Context: an optimization exercise on an open-source flow, tuned for small area, a short achievable clock period and few clock cycles per item. The choices shown serve that exercise and are no tape-out recipe.
At most, simulation tests tie the RTL to the original design; equivalence was not proved.
Power and IR drop assume default switching activity.

// div_unit
module div_unit
(
    input  logic        clk,
    input  logic        rst,
    input  logic        issue,           
    input  logic [2:0]  funct3,          
    input  logic [6:0]  opcode,
    input  logic [4:0]  rd,
    input  logic [5:0]  pd,
    input  logic [2:0]  rob_idx,
    input  logic [31:0] pc,
    input  logic [31:0] ps1_value,
    input  logic [31:0] ps2_value,
    output logic        ready,           
    input  logic        cdb_dequeue,     
    output logic        res_valid,
    output logic [4:0]  res_rd,
    output logic [5:0]  res_pd,
    output logic [2:0]  res_rob_idx,
    output logic [31:0] res_value,
    output logic [31:0] res_rs1_value,
    output logic [31:0] res_rs2_value,
    output logic [31:0] res_pc,
    output logic [31:0] res_pc_next,
    output logic [6:0]  res_opcode
);
==> flow/config.mk <==
export PLATFORM = sky130hd
export DESIGN_NAME = div_unit
export DESIGN_NICKNAME = div_unit
export VERILOG_FILES = /design/flow/design.v
export SDC_FILE = /design/flow/constraint.sdc
export NUM_CORES = 4
export LEC_CHECK = 0
export ABC_AREA = 1
export CAP_MARGIN = 20
export CORE_MARGIN = 2
export CORE_UTILIZATION = 40
export PLACE_DENSITY = 0.6
export SETUP_SLACK_MARGIN = 1.5
export SLEW_MARGIN = 20
==> flow/constraint.sdc <==
create_clock -name core_clock -period 5.5 [get_ports {clk}]
set_input_delay 1.1000 -clock core_clock [delete_from_list [all_inputs] [get_ports {clk}]]
set_output_delay 1.1000 -clock core_clock [all_outputs]
set_load 0.01 [all_outputs]
standard.sh (not shown) runs the stock make flow with config.mk's settings and CLKGATE_MAP_FILE= SYNTH_SCRIPT=/design/flow/synth_recipe.tcl, a recipe that flattens the netlist after the stock synthesis.
==> flow/flow/run.sh <==
#!/bin/bash
export BUFFER_PORTS_ARGS="-buffer_cell sky130_fd_sc_hd__buf_1"
bash standard.sh > standard.log 2>&1
Then changed:
Settings changed: SETUP_SLACK_MARGIN 1.5 to 1.0.
Clock-buffer cell count rises by 4.
Routed wire length is lower by 7.4%.
Clock skew grows by 5.7 ps.
Then changed:
Settings changed: ABC_AREA 1 to 0.
Result: The changed run finished with timing, DRC and antenna clean; maximum frequency is higher by 4.1%; power is higher by 25%; via count is higher by 13%; design area is higher by 7.5%; wire length is higher by 15%; setup slack improves by 190 ps.
Function was not checked in any run of this note: the RTL went through the layout flow alone.


## v22
div_unit, a different RTL version from the one above (not shown whole).
For scale: about 2,500 cells after synthesis, roughly 200 flip-flops, ~310 I/O pins, about 19,000 µm² of cells after synthesis.
==> flow/config.mk <==
export PLATFORM = sky130hd
export DESIGN_NAME = div_unit
export DESIGN_NICKNAME = div_unit
export VERILOG_FILES = /design/flow/design.v
export SDC_FILE = /design/flow/constraint.sdc
export NUM_CORES = 4
export LEC_CHECK = 0
export ABC_AREA = 1
export CAP_MARGIN = 20
export CORE_MARGIN = 2
export CORE_UTILIZATION = 50
export PLACE_DENSITY = 0.65
export SETUP_SLACK_MARGIN = 1.1
export SLEW_MARGIN = 20
==> flow/constraint.sdc <==
create_clock -name core_clock -period 5.5 [get_ports {clk}]
set_input_delay 1.1000 -clock core_clock [delete_from_list [all_inputs] [get_ports {clk}]]
set_output_delay 1.1000 -clock core_clock [all_outputs]
set_load 0.01 [all_outputs]
Scripts as last shown in full above: flow/flow/run.sh
Testbench counts of v22, summed over its fixed seeds: cycles 17,896, ops 3,200.
--- input diff v22..v58 ---
Settings: CORE_UTILIZATION now 60, was 50; PLACE_DENSITY now 0.75, was 0.65; SETUP_SLACK_MARGIN now 1.0, was 1.1.
Results
- Compared with v22, v58 shows design area that has gone down by a few percent.
- [compare] base=v22 new=v58: total power now smaller, post-route fraction of the period consumed by the critical path now larger.
The following lists how v55 was set up differently from v58:
Settings: SETUP_SLACK_MARGIN now 0.8, was 1.0; PLACE_DENSITY now 0.6, was 0.75; CORE_UTILIZATION now 40, was 60.
Notes after the runs:
Y dimension of the die (v55 / v58): 1.2
Lower power density over cell area among v55 and v58: v55
Sequential cell count of the final layout came out exactly the same in v55 and v58.
v55 ended up with a lower fmax than v58 did.
Re overall routing resource usage: v55 and v58 aren't equal, and the higher value belongs to v58.
Diff v58 -> v55: minimum hold slack has decreased; number of search-and-repair iterations in the first detailed-routing pass went down by 1.
Total power ended up 1.6% lower on v55 than on v58.
v55 vs. v58: total cell area at the placement stage went up 1.9%, clock network fraction of design power now sits higher.
#### Input delta (v59 over v55)
Settings: GPL_ROUTABILITY_DRIVEN: unset -> 0; SETUP_SLACK_MARGIN: 0.8 -> 1.0; PLACE_DENSITY: 0.6 -> 0.65; CORE_UTILIZATION: 40 -> 50.
[summary]
- From v55 to v59 the numbers moved as follows: count of non-CTS buffers in the layout shows an increase of 1.6%, count of inserted tapcells shows a reduction of about 16%, number of cells in the design after placement shows a reduction of 3.3%.


exp/umber:
Starting RTL as in the previous note.
clock: 5.5 ns
lec_check: 0
abc_area: 1
cap_margin: 20
core_margin: 2
core_utilization: 40
cts_buf_list: sky130_fd_sc_hd__clkbuf_4 sky130_fd_sc_hd__clkbuf_8
place_density: 0.6
setup_slack_margin: 1.0
slew_margin: 20
Scripts as last shown in full above: flow/flow/run.sh
Testbench counts of exp/umber, summed over its fixed seeds: cycles 17,896, ops 3,200.
Edits applied to the flow inputs when going from exp/umber to exp/harbor:
- CTS_BUF_LIST removed (was sky130_fd_sc_hd__clkbuf_4 sky130_fd_sc_hd__clkbuf_8)
- SETUP_SLACK_MARGIN changed from 1.0 to 1.2
The power in exp/harbor is 1.09 times that in exp/umber.
Part of the total power dissipated in sequential elements in exp/harbor is 1.3 points lower than in exp/umber
Going from exp/umber to exp/harbor, routed wire length grew by a few percent.
In the flow results for exp/harbor and exp/umber, the post-route core utilization is larger on exp/harbor.
Of exp/harbor and exp/umber, exp/harbor shows the higher normalized max-slew margin, with exp/umber below it.
Going from exp/umber to exp/harbor, the combinational group share of total power was found to have gone up by 2.4 points.
Global-route usage across exp/harbor and exp/umber: no real change.
The following lists how exp/quartz was set up differently from exp/harbor:
- SETUP_SLACK_MARGIN now 1.0, was 1.2
Results
exp/quartz ends up with a total routing usage reported by global routing that is 0.42 points lower than in exp/harbor.
Reported for exp/harbor and exp/quartz, number of hold buffers added after CTS turned out identical to the last digit.
exp/quartz can be clocked slower than exp/harbor.
Between exp/harbor and exp/quartz, fraction of area in multi-input gates increased.
exp/quartz: full flow OK, the timing, DRC and antenna checks passed
When exp/quartz is measured against exp/harbor, its global-route wire length before repair turns out 1300 um lower.
The portion of the clock cycle consumed by the worst path in the final layout reported for exp/quartz is greater than that of exp/harbor by 3.0 points.
What exp/quartz reported for total power consumption of the routed design has to be multiplied by 1.10 to get the figure for exp/harbor.
Compared with exp/harbor, exp/quartz shows a count of non-CTS buffers in the layout that is about 12% lower.
Relative to exp/quartz, the following input files were edited for exp/cedar:
- SETUP_SLACK_MARGIN changed from 1.0 to 0.3
==> comparison <==
The non-clock buffer count reported for exp/cedar is smaller than that of exp/quartz by 7.3%.
Changes observed in exp/cedar relative to exp/quartz: largest voltage drop on the vdd net went up; clock-cell share of area did not really move; final cycle utilization of the critical path went up; wire length went down; proportion of layout cells with a drive suffix above 1 went down.
Between exp/cedar and exp/quartz, it is exp/cedar whose upper clock frequency limit is lower, by 10%.
The launching element of the worst setup path comes out rem_r$_DFFE_PP_ in one run and sb_r$_DFFE_PP_ in the other, namely in exp/quartz and exp/cedar respectively.
Diff exp/quartz..exp/cedar | switching part of the total power | negligible
Looking at clock network fraction of total power, exp/cedar sits 0.3 points higher than exp/quartz does.
Number of global-route vias before repair | exp/cedar below exp/quartz

-- what the ideal ports hide --
The flow's constraints put no driver on any port. The routed layouts listed below were extracted and timed again, unchanged, in two steps. Step 1 (the two cells are an assumption about what drives the block):
set clk [get_ports {clk}]
set_driving_cell -lib_cell sky130_fd_sc_hd__clkbuf_16 $clk
set_driving_cell -lib_cell sky130_fd_sc_hd__buf_2 [delete_from_list [all_inputs] $clk]
Step 2 adds t to the input delays and takes it off the output delays; t is the mean of the earliest and latest rising clock arrival at the registers after step 1. Input paths then give back, and output paths get back, about the clock's delay inside the block. Slacks: ideal ports / drivers / drivers and shift; pairs: ideal ports / drivers.
| run | shift t [ns] | setup WS [ns] | worst hold slack (ns) |
|---|---|---|---|
| the first run of note 1 | 0.583 | 0.767 / 0.712 / 1.033 | 0.503 / 0.503 / 0.503 |
| the second run of note 1 | 0.583 | 0.619 / 0.565 / 0.705 | 0.520 / 0.520 / 0.520 |
| the third run of note 1 | 0.614 | 0.812 / 0.812 / 0.812 | 0.538 / 0.538 / 0.538 |
| v22 | 0.591 | 1.096 / 1.041 / 0.843 | 0.486 / 0.486 / 0.486 |
| v58 | 0.591 | 1.080 / 1.025 / 0.821 | 0.482 / 0.482 / 0.482 |
| v55 | 0.601 | 0.952 / 0.899 / 0.636 | 0.479 / 0.479 / 0.479 |
| v59 | 0.597 | 1.112 / 1.086 / 0.787 | 0.477 / 0.477 / 0.477 |
| exp/umber | 0.652 | 1.096 / 1.048 / 0.754 | 0.478 / 0.478 / 0.478 |
| exp/harbor | 0.607 | 1.273 / 1.217 / 0.953 | 0.482 / 0.482 / 0.482 |
| exp/quartz | 0.605 | 1.106 / 1.054 / 0.761 | 0.478 / 0.478 / 0.478 |
| exp/cedar | 0.600 | 0.600 / 0.574 / 0.456 | 0.480 / 0.480 / 0.480 |
After both steps setup and hold are still met in every run listed. The setup slack of exp/quartz, which loses most, moves by -0.052 ns with the drivers and by -0.345 ns with both steps.
